What follows belongs to an exercise in optimizing a design on an open flow for small area; a production flow would make more cautious choices. The RTL was checked by simulation tests, not by an equivalence proof against the original design. Power figures rest on the tool's default switching activity, not on a simulated workload.

<file path="flow/run.sh">
#!/bin/bash
# synth_recipe.tcl (not shown) runs the flow's synth.tcl, then flattens the netlist and writes it again
# the make line also repeats each setting of config.mk as NAME=value (left out here)
make -C /OpenROAD-flow-scripts/flow DESIGN_CONFIG=/design/flow/config.mk WORK_HOME=/design/flow/orfs CLKGATE_MAP_FILE= SYNTH_SCRIPT=/design/flow/synth_recipe.tcl finish
</file>
<file path="flow/config.mk">
export PLATFORM = sky130hd
export DESIGN_NAME = ahb_system
export DESIGN_NICKNAME = ahb_system
export VERILOG_FILES = /design/flow/design.v
export SDC_FILE = /design/flow/constraint.sdc
export NUM_CORES = 4
export LEC_CHECK = 0
export CAP_MARGIN = 20
export CORE_MARGIN = 2
export CORE_UTILIZATION = 40
export SLEW_MARGIN = 20
</file>
<file path="flow/constraint.sdc">
create_clock -name core_clock -period 20.0 [get_ports {clk}]
set_input_delay 4.0000 -clock core_clock [delete_from_list [all_inputs] [get_ports {clk}]]
set_output_delay 4.0000 -clock core_clock [all_outputs]
set_load 0.01 [all_outputs]
</file>
<file path="flow/design.v">
module ahb_decoder #(
        parameter  AHB_BASE_ADDR    =  32'h20300000,
        parameter  AHB_SPACE_WIDTH  =  16,
        parameter  AHB_ADDR_WIDTH   =  32,
        parameter  SLAVE_DEVICES    =  2
        )
(
    input   ahb_clk_in,
    input   ahb_rstn_in,
    input   [AHB_ADDR_WIDTH -1:0]  ahb_addr_in,
    input   multi_ready_in,
    output  reg  [$clog2(SLAVE_DEVICES) :0]  multi_sel_out,
    output  [SLAVE_DEVICES -1: 0]  slave_sel_out
);
localparam  SLAVE_DEVICE1_OFFSET = 16'h0;
localparam  SLAVE_DEVICE2_OFFSET = 16'h400;
localparam  SLAVE_DEVICE3_OFFSET = 16'h800;
localparam  SLAVE_DEVICE4_OFFSET = 16'hc00;
localparam  SLAVE_DEVICE1_ADDR =  AHB_BASE_ADDR + SLAVE_DEVICE1_OFFSET;
localparam  SLAVE_DEVICE2_ADDR =  AHB_BASE_ADDR + SLAVE_DEVICE2_OFFSET;
localparam  SLAVE_DEVICE3_ADDR =  AHB_BASE_ADDR + SLAVE_DEVICE3_OFFSET;
localparam  SLAVE_DEVICE4_ADDR =  AHB_BASE_ADDR + SLAVE_DEVICE4_OFFSET;
reg  [AHB_ADDR_WIDTH-1: 0]  addr_cur;
reg  [AHB_ADDR_WIDTH-1: 0]  addr_next;
reg  [SLAVE_DEVICES -1: 0]  cur_slave_selx;
reg  [SLAVE_DEVICES -1: 0]  next_slave_selx;
reg  trans_unready;
wire  addr_valid;
always @(*) begin
    next_slave_selx  =  0;
    case (addr_next[AHB_ADDR_WIDTH -1: 10])
            SLAVE_DEVICE1_ADDR[AHB_ADDR_WIDTH -1: 10]: next_slave_selx  =  2'd1;
            SLAVE_DEVICE2_ADDR[AHB_ADDR_WIDTH -1: 10]: next_slave_selx  =  2'd2;
            default: next_slave_selx        =  0;
    endcase
end
always @(*) begin
    multi_sel_out       =    0;
    cur_slave_selx      =    0;
    case (addr_cur[AHB_ADDR_WIDTH -1: 10])
            SLAVE_DEVICE1_ADDR[AHB_ADDR_WIDTH -1: 10]: begin
                multi_sel_out           =   2;
                cur_slave_selx          =   1;
            end
            SLAVE_DEVICE2_ADDR[AHB_ADDR_WIDTH -1: 10]: begin
                multi_sel_out           =   3;
                cur_slave_selx          =   2;
            end
            default: begin
                    multi_sel_out           =   addr_cur? 1: 0;
                    cur_slave_selx          =   0;
            end
    endcase
end
always @(posedge ahb_clk_in  or negedge ahb_rstn_in) begin
        if (!ahb_rstn_in) begin
            addr_cur            <=   0;
            addr_next           <=   0;
            trans_unready       <=   0;
        end
        else begin
            if (multi_ready_in) begin
                addr_cur         <=  addr_next;
                addr_next        <=  addr_valid? ahb_addr_in: 0;
                trans_unready    <=  addr_next?   1: 0;
            end
            else begin
                addr_cur         <=   trans_unready? addr_cur: addr_next;
                addr_next        <=   trans_unready? addr_next: (addr_valid ? ahb_addr_in:   0);
                trans_unready    <=   trans_unready? trans_unready: (addr_next? 1: 0);
            end
        end
end
assign  addr_valid  = (ahb_addr_in[AHB_ADDR_WIDTH -1: AHB_SPACE_WIDTH] ==  AHB_BASE_ADDR[AHB_ADDR_WIDTH -1: AHB_SPACE_WIDTH]);
assign  slave_sel_out  =  next_slave_selx | cur_slave_selx;
endmodule  
module ahb_master_if #(
                parameter  AHB_ADDR_WIDTH      =  32,
                parameter  AHB_DATA_WIDTH      =  32,
                parameter  AHB_WAIT_TIMEOUT    =  6
                )
(
    input  ahb_clk_in,
    input  ahb_rstn_in,
    output  reg  [AHB_ADDR_WIDTH-1: 0]  ahb_addr_out,
    output  reg  [2:0]  ahb_burst_out,
    input   [AHB_DATA_WIDTH-1: 0]  ahb_rdata_in,
    input   ahb_ready_in,
    input   ahb_resp_in,
    output  reg  [2:0]  ahb_size_out,
    output  reg  [1:0]  ahb_trans_out,
    output  reg  [AHB_DATA_WIDTH-1: 0] ahb_wdata_out,
    output  reg  ahb_write_out,
    input   [AHB_ADDR_WIDTH -1: 0]  other_addr_in,
    input   [2:0]  other_burst_in,
    output  other_busy_out,
    output  other_clk_out,
    input   other_delay_in,
    input   other_error_in,    
    output  reg  other_error_out,
    output  reg  [AHB_DATA_WIDTH-1: 0]  other_rdata_out,
    output  reg  other_ready_out,
    input   other_sel_in,
    input   [2:0]  other_size_in,
    input   other_valid_in,    
    input   [AHB_DATA_WIDTH-1: 0]  other_wdata_in,
    input   other_write_in
);
localparam  AHB_BURST_SINGLE   =  3'd0;
localparam  AHB_BURST_INCR     =  3'd1;
localparam  AHB_BURST_WRAP4    =  3'd2;
localparam  AHB_BURST_INCR4    =  3'd3;
localparam  AHB_BURST_WRAP8    =  3'd4;
localparam  AHB_BURST_INCR8    =  3'd5;
localparam  AHB_BURST_WRAP16   =  3'd6;
localparam  AHB_BURST_INCR16   =  3'd7;
localparam  AHB_TRANS_IDLE    = 2'd0;
localparam  AHB_TRANS_BUSY    = 2'd1;
localparam  AHB_TRANS_NONSEQ  = 2'd2;
localparam  AHB_TRANS_SEQ     = 2'd3;
localparam  STATE_RST               =  3'd0;
localparam  STATE_TRANS_IDLE        =  3'd1;
localparam  STATE_TRANS_BUSY        =  3'd2;
localparam  STATE_TRANS_NONSEQ      =  3'd3;
localparam  STATE_TRANS_SEQ         =  3'd4;
localparam  STATE_ERROR             =  3'd5;
reg  [2:0]  ahb_state;
reg  [2:0]  next_state;
reg  [AHB_DATA_WIDTH -1: 0]  ahb_wdata_next;
reg  [4:0]  burst_counter;
reg  busy_2_seq;
reg  [$clog2(AHB_WAIT_TIMEOUT) -1: 0]  wait_counter;
reg  [1:0]  trans_unready;
reg  [AHB_ADDR_WIDTH -1: 0]  burst_next_addr;
reg  [AHB_ADDR_WIDTH -1: 0]  trans_addr;
reg  [2:0]  trans_len;
wire  add_new_trans;
wire  addr_aligned;
wire  addr_changed;
wire  addr_cross_bound;
wire  [AHB_ADDR_WIDTH -1: 0]  addr_next;
wire  [AHB_ADDR_WIDTH -1: 0]  addr_other_end;
wire  [7:0]  ahb_size_byte;
wire  addr_valid;
wire  burst_changed;
wire  burst_len_fixed;
wire  prot_changed;
wire  size_changed;
wire  size_valid;
wire  [ 7:0 ]  size_byte;
wire  [ 6:0 ]  size_mask;
wire  strb_changed;
wire  trans_changed;
wire  ready_timeout;
wire  wrap4_bound;
wire  wrap8_bound;
wire  wrap16_bound;
wire  cur_burst_incr;
always @(*) begin
    trans_len  =  0;
    case(other_burst_in)
        AHB_BURST_SINGLE, AHB_BURST_INCR:  trans_len  =  0;
        AHB_BURST_INCR4,  AHB_BURST_WRAP4:   trans_len  =  2;
        AHB_BURST_INCR8,  AHB_BURST_WRAP8:   trans_len  =  3;
        AHB_BURST_INCR16, AHB_BURST_WRAP16:  trans_len  =  4;
    endcase
end
always @(*) begin
    burst_next_addr  =  0;
    if (!ahb_burst_out || !burst_counter)
        burst_next_addr  =  0;
    else if(ahb_burst_out[0])
        burst_next_addr  =  addr_next;
    else begin
        case(ahb_burst_out)
        AHB_BURST_WRAP4: burst_next_addr   =  !wrap4_bound?  addr_next: 
                                    ahb_addr_out - ( 3 << ahb_size_out );
        AHB_BURST_WRAP8: burst_next_addr   =  !wrap8_bound?  addr_next: 
                                    ahb_addr_out -  ( 7 << ahb_size_out );
        AHB_BURST_WRAP16: burst_next_addr  =  !wrap16_bound? addr_next:
                                    ahb_addr_out - ( 15 << ahb_size_out );
        default: burst_next_addr = 0;
        endcase
    end
end
always @(*) begin
    next_state =  0;
    if (!ahb_rstn_in)
        next_state      =  STATE_RST;
    else begin
        case (ahb_state)
            STATE_RST: begin
                if (!other_sel_in )
                    next_state          =    STATE_RST;
                else if (!other_valid_in)
                    next_state          =    STATE_TRANS_IDLE;
                else if ( other_error_in || !addr_valid  || !size_valid )
                    next_state          =    STATE_ERROR;
                else
                    next_state          =    STATE_TRANS_NONSEQ;
            end
            STATE_TRANS_IDLE: begin
                if (  trans_unready[1] || ( trans_unready && ( !other_sel_in || other_error_in || ready_timeout ) ) 
                       || ahb_resp_in  )
                    next_state         =     STATE_ERROR;
                else if(!other_sel_in)
                    next_state         =     STATE_RST;
                else if (  !other_valid_in )
                    next_state         =     STATE_TRANS_IDLE;
                else
                    next_state         =     STATE_TRANS_NONSEQ;
            end
            STATE_TRANS_BUSY: begin
                if ( !ahb_burst_out || (  burst_len_fixed && ( trans_changed || !other_sel_in || !other_valid_in
                        || !burst_counter ) )  || (trans_unready && ready_timeout) 
                        || other_error_in || ahb_resp_in )
                    next_state          =    STATE_ERROR;
                else  if(!other_sel_in)
                    next_state          =    STATE_RST;
                else  if (!other_valid_in)
                    next_state          =    STATE_TRANS_IDLE;
                else  if ( other_delay_in )
                    next_state          =    STATE_TRANS_BUSY;
                else  if ( burst_len_fixed || !trans_changed )
                    next_state          =    STATE_TRANS_SEQ;
                else
                    next_state          =    STATE_TRANS_NONSEQ;
            end
            STATE_TRANS_NONSEQ: begin
                if (!other_sel_in || ( !other_valid_in && burst_len_fixed) ||  other_error_in || 
                            (!ahb_burst_out && other_delay_in ) || (trans_unready && ready_timeout) )
                    next_state              =     STATE_ERROR;
                else  if (!other_valid_in)
                    next_state              =     STATE_TRANS_IDLE;
                else  if (other_delay_in)
                    next_state              =     STATE_TRANS_BUSY;
                else  if (ahb_burst_out)
                    next_state              =     STATE_TRANS_SEQ;
                else
                    next_state              =     STATE_TRANS_NONSEQ;
            end
            STATE_TRANS_SEQ: begin
                if ( !other_sel_in || !ahb_burst_out ||  other_error_in || ahb_resp_in || 
                    ( burst_counter && burst_len_fixed && ( trans_changed || !other_valid_in ) )
                    || (trans_unready && ready_timeout) || ( !burst_counter && burst_len_fixed 
                    && other_delay_in ) )
                    next_state         =     STATE_ERROR;
                else  if (!other_valid_in)
                    next_state         =     STATE_TRANS_IDLE;
                else if ( other_delay_in)
                    next_state         =     STATE_TRANS_BUSY;
                else if ( !burst_counter )
                    next_state         =     STATE_TRANS_NONSEQ;
                else
                    next_state         =    STATE_TRANS_SEQ;
            end
            STATE_ERROR: begin
                if (trans_unready[1])
                    next_state   =   STATE_ERROR;
                else
                    next_state   =   STATE_RST;
            end
            default: next_state           =   STATE_RST;
        endcase
    end
end
always @(negedge ahb_clk_in  or negedge ahb_rstn_in) begin
    if (!ahb_rstn_in)
        ahb_state       <=   STATE_RST;
    else
        ahb_state       <=   next_state;
end
always @(posedge ahb_clk_in or negedge ahb_rstn_in) begin
    if (!ahb_rstn_in) begin
        ahb_addr_out            <=   0;
        ahb_burst_out           <=   0;
        ahb_size_out            <=   0;
        ahb_trans_out           <=   0;
        ahb_write_out           <=   0;
        burst_counter           <=   0;
        busy_2_seq              <=   0;
        trans_unready           <=   0;
        wait_counter            <=   0;
        trans_addr              <=   0;
    end  else begin
        case (ahb_state)
            STATE_RST: begin
                ahb_addr_out            <=   0;
                ahb_burst_out           <=   0;
                ahb_size_out            <=   0;
                ahb_trans_out           <=   0;
                ahb_write_out           <=   0;
                burst_counter           <=   0;
                busy_2_seq              <=   0;
                trans_unready           <=   0;
                wait_counter            <=   0;
                trans_addr              <=   0;
            end
            STATE_TRANS_IDLE: begin
                ahb_trans_out       <=   AHB_TRANS_IDLE;
                busy_2_seq          <=  0;
                if ( trans_unready && ahb_ready_in )begin
                    trans_unready       <=   (trans_unready - 1);
                    wait_counter        <=   trans_unready[1] ? wait_counter: 0;
                end
                else if (trans_unready)begin
                    trans_unready       <=   trans_unready;
                    wait_counter        <=   (wait_counter + 1);
                end
                else begin
                    trans_unready       <=    0;
                    wait_counter        <=    0; 
                end
            end
            STATE_TRANS_BUSY:begin
                ahb_trans_out     <=   AHB_TRANS_BUSY;
                busy_2_seq        <=   1;
                ahb_addr_out      <=   burst_next_addr;
                burst_counter     <=   cur_burst_incr? 0 :(burst_counter - 1);
                if ( trans_unready && ahb_ready_in )begin
                    trans_unready       <=   (trans_unready - 1);
                    wait_counter        <=   trans_unready[1] ? wait_counter: 0;
                end
                else if (trans_unready)begin
                    trans_unready       <=   trans_unready;
                    wait_counter        <=   (wait_counter + 1);
                end
                else begin
                    trans_unready       <=    0;
                    wait_counter        <=    0; 
                end
            end
            STATE_TRANS_NONSEQ:begin
                ahb_addr_out        <=  add_new_trans?  other_addr_in  : ahb_addr_out;
                ahb_burst_out       <=  add_new_trans?  other_burst_in  : ahb_burst_out;
                ahb_size_out        <=  add_new_trans?  other_size_in  : ahb_size_out;
                ahb_trans_out       <=  add_new_trans? AHB_TRANS_NONSEQ : ahb_trans_out;
                ahb_write_out       <=  add_new_trans? other_write_in  : ahb_write_out ;
                burst_counter       <=   add_new_trans?  ( 1<<trans_len ):  burst_counter;
                busy_2_seq          <=   0;
                trans_addr          <=   add_new_trans?  other_addr_in  : ahb_addr_out;
                if ( add_new_trans )
                    trans_unready   <=  ahb_ready_in ? trans_unready: (trans_unready + 1);                    
                else
                    trans_unready   <=  ahb_ready_in? (trans_unready -1) : trans_unready;
                if (trans_unready[1])
                    wait_counter    <=  !ahb_ready_in ?  (wait_counter+1):  wait_counter;
                else
                    wait_counter    <=  !ahb_ready_in ? wait_counter  : 0;
            end
            STATE_TRANS_SEQ:begin
                ahb_trans_out       <=   AHB_TRANS_SEQ;
                if (busy_2_seq) begin
                    busy_2_seq <= 1'd0;                    
                    ahb_addr_out       <=  ahb_addr_out;
                    burst_counter      <=  burst_counter;
                end
                else if (burst_counter  || cur_burst_incr )begin
                    ahb_addr_out    <=  trans_unready[1] && !ahb_ready_in? ahb_addr_out : burst_next_addr;
                    burst_counter   <=  cur_burst_incr || (trans_unready[1] && !ahb_ready_in) ?
                                        burst_counter :  (burst_counter -1);
                end
                else  begin
                    ahb_addr_out    <=  ahb_addr_out;                    
                    burst_counter   <=  burst_counter;
                end
                trans_unready    <=  ahb_ready_in ? trans_unready:  (trans_unready + 1);
                if (ahb_ready_in)
                    wait_counter       <=  trans_unready[1]?  wait_counter: 0;
                else
                    wait_counter       <=  trans_unready? (wait_counter + 1) :  0;
            end
            STATE_ERROR: begin
                if (trans_unready && ahb_ready_in)
                    trans_unready   <=  (trans_unready - 1);
            end
            default: ;
        endcase
    end
end
always @(posedge ahb_clk_in or negedge ahb_rstn_in) begin
    if (!ahb_rstn_in) begin
        ahb_wdata_next    <=   0;
        ahb_wdata_out     <=   0;
        other_ready_out   <=   0;
        other_error_out   <=   0;
        other_rdata_out   <=   0;
    end
    else begin
        case  (ahb_state)
            STATE_RST: begin
                ahb_wdata_next    <=   0;
                ahb_wdata_out     <=   0;
                other_ready_out   <=   0;
                other_error_out   <=   0;
                other_rdata_out   <=   0;
            end
            STATE_TRANS_IDLE: begin
                ahb_wdata_next     <=   ahb_ready_in && ahb_write_out ? other_wdata_in: ahb_wdata_next;
                ahb_wdata_out      <=   ahb_ready_in && ahb_write_out ? ahb_wdata_next:  ahb_wdata_out;
                other_ready_out    <=   trans_unready?  ahb_ready_in:  0;
                other_error_out    <=   trans_unready?  ahb_resp_in:  0;
                other_rdata_out    <=   !trans_unready || ahb_resp_in || !ahb_ready_in ? 0: ahb_rdata_in;
            end
            STATE_TRANS_BUSY, STATE_TRANS_NONSEQ,
            STATE_TRANS_SEQ :begin
                ahb_wdata_next     <=   !trans_unready[1] || ahb_ready_in ? other_wdata_in: ahb_wdata_next;
                ahb_wdata_out      <=   !trans_unready[1] || ahb_ready_in ? ahb_wdata_next: ahb_wdata_out;
                other_ready_out    <=   ahb_ready_in;
                other_error_out    <=   ahb_resp_in;
                other_rdata_out    <=   !ahb_resp_in && ahb_ready_in? ahb_rdata_in: 0;
            end
            STATE_ERROR:begin
                ahb_wdata_next      <=   0;
                ahb_wdata_out       <=   0;
                other_ready_out     <=   1;
                other_error_out     <=   1;
                other_rdata_out     <=   0;
            end
            default:  ;
        endcase
    end
end
assign  add_new_trans  =  (other_ready_out || !trans_unready[1] ) && other_valid_in ;
assign  addr_aligned  =  ( other_addr_in & size_mask  )?  0: 1;
assign  addr_changed  = ( trans_addr != other_addr_in);
assign  addr_cross_bound  =  (addr_other_end[11:10]  != other_addr_in[11:10] );
assign  addr_other_end  =  ( other_addr_in + (size_byte << trans_len) );
assign  addr_next  =  ( ahb_addr_out + ahb_size_byte );
assign  ahb_size_byte  =  ( 1 <<  ahb_size_out);
assign  addr_valid  =  ( addr_aligned && !addr_cross_bound );
assign  burst_changed  =  ( other_burst_in  !=  ahb_burst_out);
assign  burst_len_fixed  =  (ahb_burst_out  >  AHB_BURST_INCR);
    assign  prot_changed  =  0;
    assign  strb_changed  =  0;
assign  ready_timeout  =  (wait_counter == AHB_WAIT_TIMEOUT);
assign  size_byte   =  ( 1 << other_size_in );
assign  size_changed  =  ( other_size_in  !=  ahb_size_out );
assign  size_mask   =  ( size_byte  - 1 );
assign  size_valid  =  ( size_byte  << 3 ) > AHB_DATA_WIDTH ? 0: 1;
assign  trans_changed  =  addr_changed || burst_changed || prot_changed 
                        || size_changed || strb_changed;
assign  cur_burst_incr = ( ahb_burst_out == AHB_BURST_INCR )? 1'd1: 1'd0 ;
assign  other_busy_out  =  trans_unready[1] && !ahb_ready_in ;
assign  other_clk_out =  ahb_clk_in;
assign   wrap4_bound   =  ( addr_next & ( ( ahb_size_byte << 2) - 1))?  0:  1;
assign   wrap8_bound   =  ( addr_next & ( ( ahb_size_byte << 3) - 1))?  0:  1;
assign   wrap16_bound  =  ( addr_next & ( ( ahb_size_byte << 4) - 1))?  0:  1;
endmodule
module ahb_multiplexor #(
        parameter AHB_DATA_WIDTH = 32,
        parameter SLAVE_DEICES = 2
    )
(
    input   ahb_clk_in,
    output  reg  [AHB_DATA_WIDTH-1: 0] ahb_rdata_out,
    output  reg  ahb_ready_out,
    output  reg  ahb_resp_out,    
    input   ahb_rstn_in,
    input   [ $clog2(SLAVE_DEICES): 0] decoder_sel_in,
    input  [AHB_DATA_WIDTH-1: 0]  slave1_rdata_in,    
    input  slave1_readyout_in,
    input  slave1_resp_in,
    input  [AHB_DATA_WIDTH-1: 0]  slave2_rdata_in,    
    input  slave2_readyout_in,
    input  slave2_resp_in
);
localparam  SLAVE_DEFAULT =  1;
localparam  SLAVE1_DEVICE =  2;
localparam  SLAVE2_DEVICE =  3;
always @(posedge ahb_clk_in or negedge ahb_rstn_in) begin
    if (!ahb_rstn_in) begin
        ahb_rdata_out       <=  0;
        ahb_ready_out       <=  1;
        ahb_resp_out        <=  0;
    end
    else  begin
        case (decoder_sel_in)
            SLAVE_DEFAULT:begin
                ahb_ready_out   <=  1;
                ahb_resp_out    <=  1;
            end
            SLAVE1_DEVICE:begin
                ahb_rdata_out        <=  slave1_rdata_in;
                ahb_ready_out        <=  slave1_readyout_in;
                ahb_resp_out         <=  slave1_resp_in;
            end
            SLAVE2_DEVICE:begin
                ahb_rdata_out        <=  slave2_rdata_in;
                ahb_ready_out        <=  slave2_readyout_in;
                ahb_resp_out         <=  slave2_resp_in;
            end
            default: begin
                ahb_rdata_out        <=  0;
                ahb_ready_out        <=  1;
                ahb_resp_out         <=  0;
            end
        endcase
    end
end
endmodule  
module ahb_slave_if #(  parameter   AHB_DATA_WIDTH    = 32,
                        parameter   AHB_ADDR_WIDTH    = 32,
                        parameter   AHB_WAIT_TIMEOUT  =  6
                        )
(
    input   ahb_clk_in,
    input   ahb_rstn_in,
    input   [AHB_ADDR_WIDTH -1:0]  ahb_addr_in,
    input   [2:0]  ahb_burst_in,
    output  reg  [AHB_DATA_WIDTH -1:0]  ahb_rdata_out,
    output  reg  ahb_ready_out,    
    output  reg  ahb_resp_out,
    input   ahb_sel_in,
    input   [2:0]  ahb_size_in,
    input   [1:0]  ahb_trans_in,
    input   [AHB_DATA_WIDTH -1: 0]  ahb_wdata_in,
    input   ahb_write_in,
    output  reg  [AHB_ADDR_WIDTH -1:0]  other_addr_out,
        output [2:0]  other_burst_out,
    output  other_clk_out,
    input   other_error_in,
    output  reg  other_error_out,
    input   [AHB_DATA_WIDTH -1: 0]  other_rdata_in,
    input   other_ready_in,
    output  reg  other_sel_out,
    output  reg  [2:0]  other_size_out,
    output  reg  [AHB_DATA_WIDTH -1:0]  other_wdata_out,
    output  reg  other_write_out
);
localparam  AHB_TRANS_IDLE = 2'd0;
localparam  AHB_TRANS_BUSY = 2'd1;
localparam  AHB_TRANS_NONSEQ = 2'd2;
localparam  AHB_TRANS_SEQ = 2'd3;
localparam  AHB_BURST_SINGLE   =  3'd0;
localparam  AHB_BURST_INCR     =  3'd1;
localparam  AHB_BURST_WRAP4    =  3'd2;
localparam  AHB_BURST_INCR4    =  3'd3;
localparam  AHB_BURST_WRAP8    =  3'd4;
localparam  AHB_BURST_INCR8    =  3'd5;
localparam  AHB_BURST_WRAP16   =  3'd6;
localparam  AHB_BURST_INCR16   =  3'd7;
localparam  STATE_RST               =   3'd0;
localparam  STATE_TRANS_IDLE        =   3'd1;
localparam  STATE_TRANS_BUSY        =   3'd2;
localparam  STATE_TRANS_NONSEQ      =   3'd3;
localparam  STATE_TRANS_SEQ         =   3'd4;
localparam  STATE_ERROR             =   3'd5;
reg  [2:0]  ahb_state;
reg  [2:0]  next_state;
reg  [3:0]  burst_counter;
reg  busy_2_seq;
reg  [AHB_ADDR_WIDTH -1: 0]  burst_next_addr;
reg  [2:0]  cur_burst;
reg  [2:0]  next_burst;
reg  [AHB_ADDR_WIDTH -1: 0]  trans_addr;
reg  [1:0]  trans_unready;
reg  [$clog2(AHB_WAIT_TIMEOUT) -1: 0]  wait_counter;
wire  add_new_trans;
wire  addr_aligned;
wire  addr_changed;
wire  addr_cross_bound;
wire  [AHB_ADDR_WIDTH -1: 0]  addr_next;
wire  [AHB_ADDR_WIDTH -1: 0]  addr_other_end;
wire  [7:0]  ahb_size_byte;
wire  addr_valid;
wire  burst_changed;
wire  cur_burst_incr;
wire  prot_changed;
wire  size_changed;
wire  size_valid;
wire  [ 7:0 ]  size_byte;
wire  [ 6:0 ]  size_mask;
wire  strb_changed;
wire  trans_changed;
wire  [2:0]  trans_len;
wire  wrap4_bound;
wire  wrap8_bound;
wire  wrap16_bound;
wire  ready_timeout;
wire  next_burst_incr;
wire  next_trans_idle;
wire  next_trans_busy;
wire  next_trans_nonseq;
wire  next_trans_seq;
wire  burst_addr_valid;
function  [2:0] get_len(input [2: 0] burst);
    case(burst)
        AHB_BURST_SINGLE, AHB_BURST_INCR:  get_len  =  0;
        AHB_BURST_INCR4,  AHB_BURST_WRAP4:   get_len  =  2;
        AHB_BURST_INCR8,  AHB_BURST_WRAP8:   get_len  =  3;
        AHB_BURST_INCR16, AHB_BURST_WRAP16:  get_len  =  4;
        default:   get_len = 0;
    endcase
endfunction
always @(*) begin
    burst_next_addr  =  0;
    if (!cur_burst || !burst_counter)
        burst_next_addr  =  0;
    else if(cur_burst[0])
        burst_next_addr  =  addr_next;
    else begin
        case(cur_burst)
            AHB_BURST_WRAP4: burst_next_addr   =  !wrap4_bound?  addr_next: 
                                        other_addr_out - ( 3 << other_size_out );
            AHB_BURST_WRAP8: burst_next_addr   =  !wrap8_bound?  addr_next: 
                                        other_addr_out -  ( 7 << other_size_out );
            AHB_BURST_WRAP16: burst_next_addr  =  !wrap16_bound? addr_next:
                                        other_addr_out - ( 15 << other_size_out );
            default: burst_next_addr = 0;
        endcase
    end
end
always @(*) begin
    if (!ahb_rstn_in)begin
        next_state       =    STATE_RST;
    end
    else begin
        case (ahb_state)
            STATE_RST:begin
                if (!ahb_sel_in)
                    next_state          =   STATE_RST;
                else  if (  !size_valid ||  !next_trans_nonseq || !addr_valid) 
                    next_state          =   STATE_ERROR;
                else
                    next_state          =   STATE_TRANS_NONSEQ;
            end
            STATE_TRANS_IDLE:begin
                if ( (!ahb_sel_in && trans_unready) || (ahb_sel_in && (next_trans_busy || next_trans_seq ))
                        ||  (  trans_unready  &&  ready_timeout ) )
                    next_state            =     STATE_ERROR;
                else if (!ahb_sel_in)
                    next_state            =     STATE_RST;
                else if (next_trans_nonseq)
                    next_state            =     STATE_TRANS_NONSEQ;
                else
                    next_state            =     STATE_TRANS_IDLE;
            end    
            STATE_TRANS_BUSY:begin
                if ( (!cur_burst_incr &&  ( !ahb_sel_in || burst_changed ||  trans_changed  || next_trans_idle 
                        || next_trans_nonseq || !burst_counter ) ) || (next_trans_busy && trans_changed) 
                        ||  (  trans_unready  &&  ready_timeout ) )
                        next_state                  =    STATE_ERROR;
                else  if (!ahb_sel_in)
                        next_state                  =    STATE_RST;
                else  if (next_trans_busy)
                        next_state                  =    STATE_TRANS_BUSY;
                else  if (next_trans_idle)
                        next_state                  =    STATE_TRANS_IDLE;
                else  if (next_trans_nonseq)
                        next_state                  =    STATE_TRANS_NONSEQ;
                else
                        next_state                  =    STATE_TRANS_SEQ;
            end
            STATE_TRANS_NONSEQ:begin
                if (!ahb_sel_in  || ( !cur_burst &&  (next_trans_busy || next_trans_seq) ) ||
                    ( !cur_burst_incr  && ( next_trans_idle ||next_trans_nonseq) ) ||  
                    (  trans_unready  &&  ready_timeout )  )
                    next_state              =   STATE_ERROR;
                else  if (next_trans_busy)
                        next_state                  =    STATE_TRANS_BUSY;
                else  if (next_trans_idle)
                        next_state                  =    STATE_TRANS_IDLE;
                else  if (next_trans_nonseq)
                        next_state                  =    STATE_TRANS_NONSEQ;
                else
                        next_state                  =    STATE_TRANS_SEQ;
            end
            STATE_TRANS_SEQ:begin
                if ( !ahb_sel_in  || !cur_burst || ( (next_trans_idle || next_trans_nonseq)  && burst_counter  ) || 
                ( !burst_counter && ( next_trans_seq || next_trans_busy ) && !cur_burst_incr ) 
                ||  (  trans_unready  &&  ready_timeout ) )
                    next_state              =   STATE_ERROR;
                else  if (next_trans_busy)
                        next_state                  =    STATE_TRANS_BUSY;
                else  if (next_trans_idle)
                        next_state                  =    STATE_TRANS_IDLE;
                else  if (next_trans_nonseq)
                        next_state                  =    STATE_TRANS_NONSEQ;
                else
                        next_state                  =    STATE_TRANS_SEQ;
            end
            STATE_ERROR: next_state  =  trans_unready[1] ?  STATE_ERROR:  STATE_RST;
            default:begin
                next_state         =    STATE_RST ;
            end
        endcase
    end
end
always @(negedge ahb_clk_in or negedge ahb_rstn_in) begin
    if (!ahb_rstn_in)
        ahb_state    <=    STATE_RST;
    else
        ahb_state    <=    next_state;
end
always @(posedge ahb_clk_in  or  negedge ahb_rstn_in) begin
    if (!ahb_rstn_in) begin
        burst_counter          <=   0;
        busy_2_seq             <=   0;
        cur_burst              <=   0;
        next_burst             <=   0;
        other_addr_out         <=   0;
        other_error_out        <=   0;
        other_sel_out          <=   0;
        other_size_out         <=   0;
        other_write_out        <=   0;
        trans_addr             <=   0;
        trans_unready          <=   0;
        wait_counter           <=   0;
    end
    else  begin
        case (ahb_state)
            STATE_RST: begin
                burst_counter          <=   0;
                busy_2_seq             <=   0;
                cur_burst              <=   0;
                next_burst             <=   0;
                other_addr_out         <=   0;
                other_error_out        <=   0;
                other_sel_out          <=   0;
                other_size_out         <=   0;
                other_write_out        <=   0;
                trans_addr             <=   0;
                trans_unready          <=   0;
                wait_counter           <=   0;
            end
            STATE_TRANS_IDLE: begin
                if (trans_unready  && other_ready_in )
                    trans_unready       <=  (trans_unready - 1);
                else
                    trans_unready       <=  trans_unready;
                if (trans_unready[1] && other_ready_in)
                    wait_counter        <=  wait_counter;
                else  if (other_ready_in)
                    wait_counter        <=  0;
                else
                    wait_counter        <=  (wait_counter + 1);
                busy_2_seq              <=  0;
                other_sel_out           <=  trans_unready? 1:  0;
            end
            STATE_TRANS_BUSY: begin
                if (trans_unready  && other_ready_in )
                    trans_unready       <=  (trans_unready - 1);
                else
                    trans_unready       <=  trans_unready;
                if (trans_unready[1] && other_ready_in)
                    wait_counter        <=  wait_counter;
                else  if (other_ready_in)
                    wait_counter        <=  0;
                else
                    wait_counter        <=  (wait_counter + 1);
                busy_2_seq              <=  1;
            end
            STATE_TRANS_NONSEQ: begin
                busy_2_seq         <=   0;
                cur_burst          <=   add_new_trans? ahb_burst_in : cur_burst;
                other_addr_out     <=   add_new_trans? ahb_addr_in: other_addr_out;
                other_sel_out      <=   1;
                other_size_out     <=   add_new_trans? ahb_size_in: other_size_out;
                other_write_out    <=   add_new_trans? ahb_write_in: other_write_out;
                burst_counter          <=    add_new_trans?  trans_len: burst_counter;
            end
            STATE_TRANS_SEQ:begin
                other_addr_out      <=   other_ready_in?  burst_next_addr: other_addr_out;
                burst_counter       <=   cur_burst_incr || !other_ready_in?  burst_counter: (burst_counter -  1);
            end
            STATE_ERROR: begin
                if (trans_unready && other_ready_in)
                    trans_unready   <=  (trans_unready - 1);
            end
            default: ;
        endcase
    end
end
always @(posedge ahb_clk_in  or  negedge ahb_rstn_in ) begin
    if (!ahb_rstn_in) begin
        other_wdata_out         <=    0;
        ahb_rdata_out           <=    0;
        ahb_ready_out           <=    0;
        ahb_resp_out            <=    0;
    end
    else begin
        case (ahb_state)
            STATE_RST: begin
                other_wdata_out         <=    0;
                ahb_rdata_out           <=    0;
                ahb_ready_out           <=    0;
                ahb_resp_out            <=    0;
            end
            STATE_TRANS_IDLE, STATE_TRANS_BUSY, STATE_TRANS_NONSEQ,
                STATE_TRANS_SEQ: begin
                other_wdata_out         <=    !other_write_out || other_error_in ? 0:  ahb_wdata_in;
                ahb_rdata_out           <=    other_write_out  || other_error_in ? 0:  other_rdata_in;
                ahb_ready_out           <=    other_ready_in;
                ahb_resp_out            <=    other_error_in;
            end
            STATE_ERROR: begin
                other_wdata_out         <=    0;
                ahb_rdata_out           <=    0;
                ahb_ready_out           <=    trans_unready[1]? 0:  1;
                ahb_resp_out            <=    1;
            end
            default: begin
                other_wdata_out         <=    0;
                ahb_rdata_out           <=    0;
                ahb_ready_out           <=    trans_unready[1]? 0:  1;
                ahb_resp_out            <=    1;
            end
        endcase
    end
end
assign  add_new_trans  =  (other_ready_in || !trans_unready[1] );
assign  addr_aligned  =  ( ( ahb_addr_in & size_mask ) & size_byte )?  0: 1;
assign  addr_changed  = ( burst_next_addr !=  ahb_addr_in );
assign  addr_cross_bound  =  (addr_other_end[11:10]  != ahb_addr_in[11:10] );
assign  addr_other_end  =  ( ahb_addr_in + (size_byte << trans_len) );
assign  addr_next  =  ( other_addr_out + ahb_size_byte );
assign  ahb_size_byte  =  ( 1 <<  other_size_out);
assign  addr_valid  =  ( addr_aligned || !addr_cross_bound );
assign  burst_changed  =  ( ahb_burst_in  !=  cur_burst );
assign  cur_burst_incr = ( cur_burst == AHB_BURST_INCR ) ;
    assign  other_burst_out  =  cur_burst;
assign next_trans_idle   =  (ahb_trans_in == AHB_TRANS_IDLE);
assign next_trans_busy   =  (ahb_trans_in == AHB_TRANS_BUSY);
assign next_trans_nonseq  = (ahb_trans_in == AHB_TRANS_NONSEQ);
assign next_trans_seq  =  (ahb_trans_in == AHB_TRANS_SEQ);
    assign  prot_changed  =  0;
    assign  strb_changed  =  0;
assign  ready_timeout  =  (wait_counter ==  AHB_WAIT_TIMEOUT);
assign  size_byte   =  ( 1 << ahb_size_in );
assign  size_changed  =  ( ahb_size_in  !=  other_size_out );
assign  size_mask   =  ( size_byte  - 1 );
assign  size_valid  =  ( size_byte  << 3 ) > AHB_DATA_WIDTH ? 0: 1;
assign  trans_changed  =  addr_changed || burst_changed || prot_changed 
                        || size_changed || strb_changed;
assign  trans_len  =  get_len(cur_burst);
assign  next_burst_incr = ( ahb_burst_in == AHB_BURST_INCR ) ;
assign  other_clk_out =  ahb_clk_in;
assign   wrap4_bound   =  ( addr_next & ( ( ahb_size_byte << 2) - 1))?  0:  1;
assign   wrap8_bound   =  ( addr_next & ( ( ahb_size_byte << 3) - 1))?  0:  1;
assign   wrap16_bound  =  ( addr_next & ( ( ahb_size_byte << 4) - 1))?  0:  1;
endmodule  
module ahb_system (
    input          clk,
    input          rstn,
    input  [31:0]  m_addr_in,
    input  [2:0]   m_burst_in,
    input  [2:0]   m_size_in,
    input          m_sel_in,
    input          m_valid_in,
    input          m_write_in,
    input          m_delay_in,
    input          m_error_in,
    input  [31:0]  m_wdata_in,
    output         m_busy_out,
    output         m_error_out,
    output [31:0]  m_rdata_out,
    output         m_ready_out,
    output [31:0]  s0_addr_out,
    output [2:0]   s0_burst_out,
    output [2:0]   s0_size_out,
    output         s0_sel_out,
    output         s0_write_out,
    output [31:0]  s0_wdata_out,
    output         s0_error_out,
    input          s0_error_in,
    input  [31:0]  s0_rdata_in,
    input          s0_ready_in,
    output [31:0]  s1_addr_out,
    output [2:0]   s1_burst_out,
    output [2:0]   s1_size_out,
    output         s1_sel_out,
    output         s1_write_out,
    output [31:0]  s1_wdata_out,
    output         s1_error_out,
    input          s1_error_in,
    input  [31:0]  s1_rdata_in,
    input          s1_ready_in
);
wire  [31:0]  bus_addr;
wire  [2:0]   bus_burst;
wire  [2:0]   bus_size;
wire  [1:0]   bus_trans;
wire  [31:0]  bus_wdata;
wire          bus_write;
wire  [31:0]  m_rdata;
wire          m_ready;
wire          m_resp;
wire  [31:0]  s_rdata0, s_rdata1;
wire          s_ready0, s_ready1;
wire          s_resp0,  s_resp1;
wire  [1:0]   multip_sel;
wire  [1:0]   selx;
ahb_multiplexor #(32, 2) multiplexor (
    .ahb_clk_in         (clk),
    .ahb_rstn_in        (rstn),
    .ahb_rdata_out      (m_rdata),
    .ahb_ready_out      (m_ready),
    .ahb_resp_out       (m_resp),
    .decoder_sel_in     (multip_sel),
    .slave1_rdata_in    (s_rdata0),
    .slave1_readyout_in (s_ready0),
    .slave1_resp_in     (s_resp0),
    .slave2_rdata_in    (s_rdata1),
    .slave2_readyout_in (s_ready1),
    .slave2_resp_in     (s_resp1)
);
ahb_decoder #(32'h20300000, 16, 32, 2) decoders (
    .ahb_clk_in     (clk),
    .ahb_rstn_in    (rstn),
    .ahb_addr_in    (bus_addr),
    .multi_ready_in (m_ready),
    .multi_sel_out  (multip_sel),
    .slave_sel_out  (selx)
);
ahb_master_if #(32, 32, 6) ahb_bus_master (
    .ahb_clk_in      (clk),
    .ahb_rstn_in     (rstn),
    .ahb_addr_out    (bus_addr),
    .ahb_burst_out   (bus_burst),
    .ahb_rdata_in    (m_rdata),
    .ahb_ready_in    (m_ready),
    .ahb_resp_in     (m_resp),
    .ahb_size_out    (bus_size),
    .ahb_trans_out   (bus_trans),
    .ahb_wdata_out   (bus_wdata),
    .ahb_write_out   (bus_write),
    .other_addr_in   (m_addr_in),
    .other_burst_in  (m_burst_in),
    .other_busy_out  (m_busy_out),
    .other_clk_out   (),
    .other_delay_in  (m_delay_in),
    .other_error_in  (m_error_in),
    .other_error_out (m_error_out),
    .other_rdata_out (m_rdata_out),
    .other_ready_out (m_ready_out),
    .other_sel_in    (m_sel_in),
    .other_size_in   (m_size_in),
    .other_valid_in  (m_valid_in),
    .other_wdata_in  (m_wdata_in),
    .other_write_in  (m_write_in)
);
ahb_slave_if #(32, 32, 6) slave0 (
    .ahb_clk_in      (clk),
    .ahb_rstn_in     (rstn),
    .ahb_addr_in     (bus_addr),
    .ahb_burst_in    (bus_burst),
    .ahb_rdata_out   (s_rdata0),
    .ahb_ready_out   (s_ready0),
    .ahb_resp_out    (s_resp0),
    .ahb_sel_in      (selx[0]),
    .ahb_size_in     (bus_size),
    .ahb_trans_in    (bus_trans),
    .ahb_wdata_in    (bus_wdata),
    .ahb_write_in    (bus_write),
    .other_addr_out  (s0_addr_out),
    .other_burst_out (s0_burst_out),
    .other_clk_out   (),
    .other_error_in  (s0_error_in),
    .other_error_out (s0_error_out),
    .other_rdata_in  (s0_rdata_in),
    .other_ready_in  (s0_ready_in),
    .other_sel_out   (s0_sel_out),
    .other_size_out  (s0_size_out),
    .other_wdata_out (s0_wdata_out),
    .other_write_out (s0_write_out)
);
ahb_slave_if #(32, 32, 6) slave1 (
    .ahb_clk_in      (clk),
    .ahb_rstn_in     (rstn),
    .ahb_addr_in     (bus_addr),
    .ahb_burst_in    (bus_burst),
    .ahb_rdata_out   (s_rdata1),
    .ahb_ready_out   (s_ready1),
    .ahb_resp_out    (s_resp1),
    .ahb_sel_in      (selx[1]),
    .ahb_size_in     (bus_size),
    .ahb_trans_in    (bus_trans),
    .ahb_wdata_in    (bus_wdata),
    .ahb_write_in    (bus_write),
    .other_addr_out  (s1_addr_out),
    .other_burst_out (s1_burst_out),
    .other_clk_out   (),
    .other_error_in  (s1_error_in),
    .other_error_out (s1_error_out),
    .other_rdata_in  (s1_rdata_in),
    .other_ready_in  (s1_ready_in),
    .other_sel_out   (s1_sel_out),
    .other_size_out  (s1_size_out),
    .other_wdata_out (s1_wdata_out),
    .other_write_out (s1_write_out)
);
endmodule
</file>
==> results.txt <==
max_cap viols 0; Leak 0.0228 uW; endpoints failing hold 0; worst slew pin tran 1250 ps; GRT Total Usage 0.361; largest net degree at the start of global routing 123; number of synthesized flops with an enable pin 0; CTS HTree Levels 3; initial antenna violation count 8; Slew Limit Headroom 0.147; final setup vio count 0; area delta synth->final 16.3%; number of cell rows 122; ys async rst share 1.00; mapped cell area 44600 um^2; Hold Crit Depth 2; GP Congestion 1.05; CTS tree done; clk root buf clkbuf_16; synth unique cells 112; Crit Path Category reg -> reg; post-placement cell count 7265; setup TNS 0 ps; multiplexer area fraction after synthesis 0.0280; RSZ-0062 raised after global routing no; height of the die 338 um; Starting Density 0.403; PwrDens 54.3 nW/um^2; outcome timing/DRC/antenna clean; final wirelength 212 mm; crit-path max FO 13; DPL Wire Length 157 mm; CP startpoint kind flop; Setup Buffers After CTS 0; Worst EP arrival 9130 ps; TritonRoute pass-1 iters 9; Seq cells post-synth 520; clock buffer depth 3; worst clock skew 61.2 ps; largest family of logic cells by synthesized area compound AO/OA/AOI/OAI gates; core area 111000 um^2; DR vias 48200; hold_ws 465 ps; critical path required time 10440 ps; Sink Count 520; CTS hold repair buffers 0; filler instances 11000; VDD IR-drop max 0.0000712 V; Die Area 114000 um^2; final worst-path setup slack 1310 ps; post-CTS sizing 0; Reg2Reg Depth 21; share of post-route cells with drive strength above 1 0.0735; # DRC 0; Simple-Gate Fraction of Synth Area 0.237; Final Max Tran Viols 0; warning count from the yosys run 4; I/O Buffers 323; grt total ovfl 0; Mapped Cells 5692; Vias/cell 6.52; Final nets 6192; Finished Layout Cells 7386; first-pass GRT wire length 309 mm; post-route ant nets 0; Worst-Skew Late Latency 670 ps; Mean Syn Cell Area 7.83 um^2; IO Pins 326; drt initial violations 6601; Core Util, Final 0.469; CP endpoint kind flop; ys flop type dfrtp_1; Worst-path clk slew 60 ps; CTS Buf Count 66; Compound-Gate Fraction of Synth Area 0.266; Routed WL per cell 28.7 um; Post-Synth XOR/XNOR Area 0.0656; min-delay worst type reg -> reg; Post-Synth Adder-Cell Area 0.0577; Die Width 338 um; Seq/Total Area, Yosys 0.292; vias in the first global route 45700; worst slack at placement 1190 ps
==> cells in the final DEF, fill, tap and decap left out, types with 41 or more instances in the layout <==
master / instances
a211oi_1: 62
a21o_1: 74
a21oi_1: 332
a221oi_1: 55
a22o_1: 61
a31oi_1: 54
and2_1: 188
and3_1: 44
buf_4: 175
clkbuf_16: 66
clkdlybuf4s50_1: 322
dfrtp_1: 509
ha_1: 195
inv_1: 200
mux2_2: 44
mux2i_1: 75
nand2_1: 626
nand2b_1: 54
nand3_1: 168
nand4_1: 62
nor2_1: 480
nor2b_1: 49
nor3_1: 176
nor4_1: 92
o211ai_1: 69
o21a_1: 41
o21ai_0: 426
o22ai_1: 49
xnor2_1: 187
xor2_1: 145
==> cell type report <==
class / count / area, um^2 / share of cell area
Multi-Input combinational cell: 4555 / 29300 / 0.565
Clock buffer: 93 / 1890 / 0.0365
Inverter: 204 / 766 / 0.0148
Sequential cell: 520 / 13000 / 0.251
Antenna cell: 5 / 12.5 / 0.000242
Tap cell: 1488 / 1860 / 0.0359
Timing Repair Buffer: 501 / 4620 / 0.0892
Clock inverter: 20 / 368 / 0.00710
==> worst paths after layout <==
kind,startpoint,to,slack [ps]
worst max-delay path,slave1.other_size_out[1],slave1.ahb_state[0],1310
worst max register to register,slave1.other_size_out[1],slave1.ahb_state[0],1310
worst min-delay path,slave0.ahb_ready_out,multiplexor.ahb_ready_out,470
worst min register to register,slave0.ahb_ready_out,multiplexor.ahb_ready_out,470
min in group asynchronous,rstn,slave1.other_addr_out[21],3300
max in group asynchronous,rstn,slave0.ahb_state[2],5800
==> layer usage <==
metal  GRT usage  share of wire  up-vias
li1            -              -    21200
met1       0.476           0.40    23300
met2       0.537           0.42     2934
met3      0.0876           0.11      697
met4       0.212          0.066        6
met5           0        0.00017        -
==> Yosys cell counts (all sizes together) (42+ instances only) <==
master / number / share of area
a211oi: 65 / 0.011
buf: 61 / 0.0065
and2: 192 / 0.027
nor2b: 51 / 0.0072
nor2: 485 / 0.041
a31oi: 55 / 0.0079
nor4: 95 / 0.014
ha: 195 / 0.055
mux2: 44 / 0.011
nand2: 627 / 0.053
a22o: 61 / 0.012
xor2: 146 / 0.029
a21oi: 337 / 0.038
inv: 200 / 0.017
a21o: 74 / 0.012
xnor2: 187 / 0.037
o22ai: 49 / 0.0069
clkbuf: 353 / 0.030
o21ai: 443 / 0.050
a221oi: 56 / 0.011
nand2b: 54 / 0.0076
o21a: 42 / 0.0071
mux2i: 75 / 0.017
nor3: 182 / 0.021
nand3: 168 / 0.019
dfrtp: 510 / 0.29
nand4: 63 / 0.0090
o211ai: 71 / 0.012
and3: 44 / 0.0062
==> kinds of logic (layout without fill, tap and decap cells) <==
group | Yosys count | count (layout)
compound gates | 1738 | 1738
xor+xnor | 333 | 333
fa+ha+maj | 204 | 204
buf+inv | 618 | 818
flops | 520 | 520
mux | 119 | 119
other cells | 1 | 7
simple gates | 2159 | 2159
==> registers in the layout, indices dropped and copies added, names as in the netlist, 4 cells and up <==
| name | flops |
|---|---|
| ahb_bus_master.ahb_addr_out | 32 |
| ahb_bus_master.ahb_wdata_next | 32 |
| ahb_bus_master.ahb_wdata_out | 32 |
| ahb_bus_master.burst_counter | 5 |
| ahb_bus_master.other_rdata_out | 32 |
| ahb_bus_master.trans_addr | 32 |
| decoders.addr_cur | 32 |
| decoders.addr_next | 32 |
| multiplexor.ahb_rdata_out | 32 |
| slave0.ahb_rdata_out | 32 |
| slave0.burst_counter | 4 |
| slave0.other_addr_out | 32 |
| slave0.other_wdata_out | 32 |
| slave1.ahb_rdata_out | 32 |
| slave1.burst_counter | 4 |
| slave1.other_addr_out | 32 |
| slave1.other_wdata_out | 32 |
==> stage by stage <==
stage | total power (uW) | area [um^2]
floorplan | 1400 | 44600
global placement | 1570 | 49500
detailed placement | 1580 | 49500
CTS | 2830 | 51700
global route | 2930 | 51800
finish | 2820 | 51800
==> critical path, stage by stage (launching register included) <==
cell	delay, ps
dfrtp_1	570
inv_1	240
ha_1	370
nor2b_1	250
ha_1	320
ha_1	250
a221oi_1	290
o31ai_1	170
a21oi_1	180
buf_4	260
nor3_1	100
xnor2_1	870
nand4_1	450
or4_1	1050
a21oi_4	610
mux2i_1	310
mux2i_1	140
o31ai_1	630
a41oi_1	220
or4b_2	670
o31ai_2	310
o221ai_1	170
==> where the power goes <==
| part | switching [uW] | leakage, uW | internal (uW) |
|---|---|---|---|
| clock network | 527 | 0.00109 | 724 |
| registers | 43.2 | 0.00723 | 1100 |
| logic | 287 | 0.0145 | 130 |
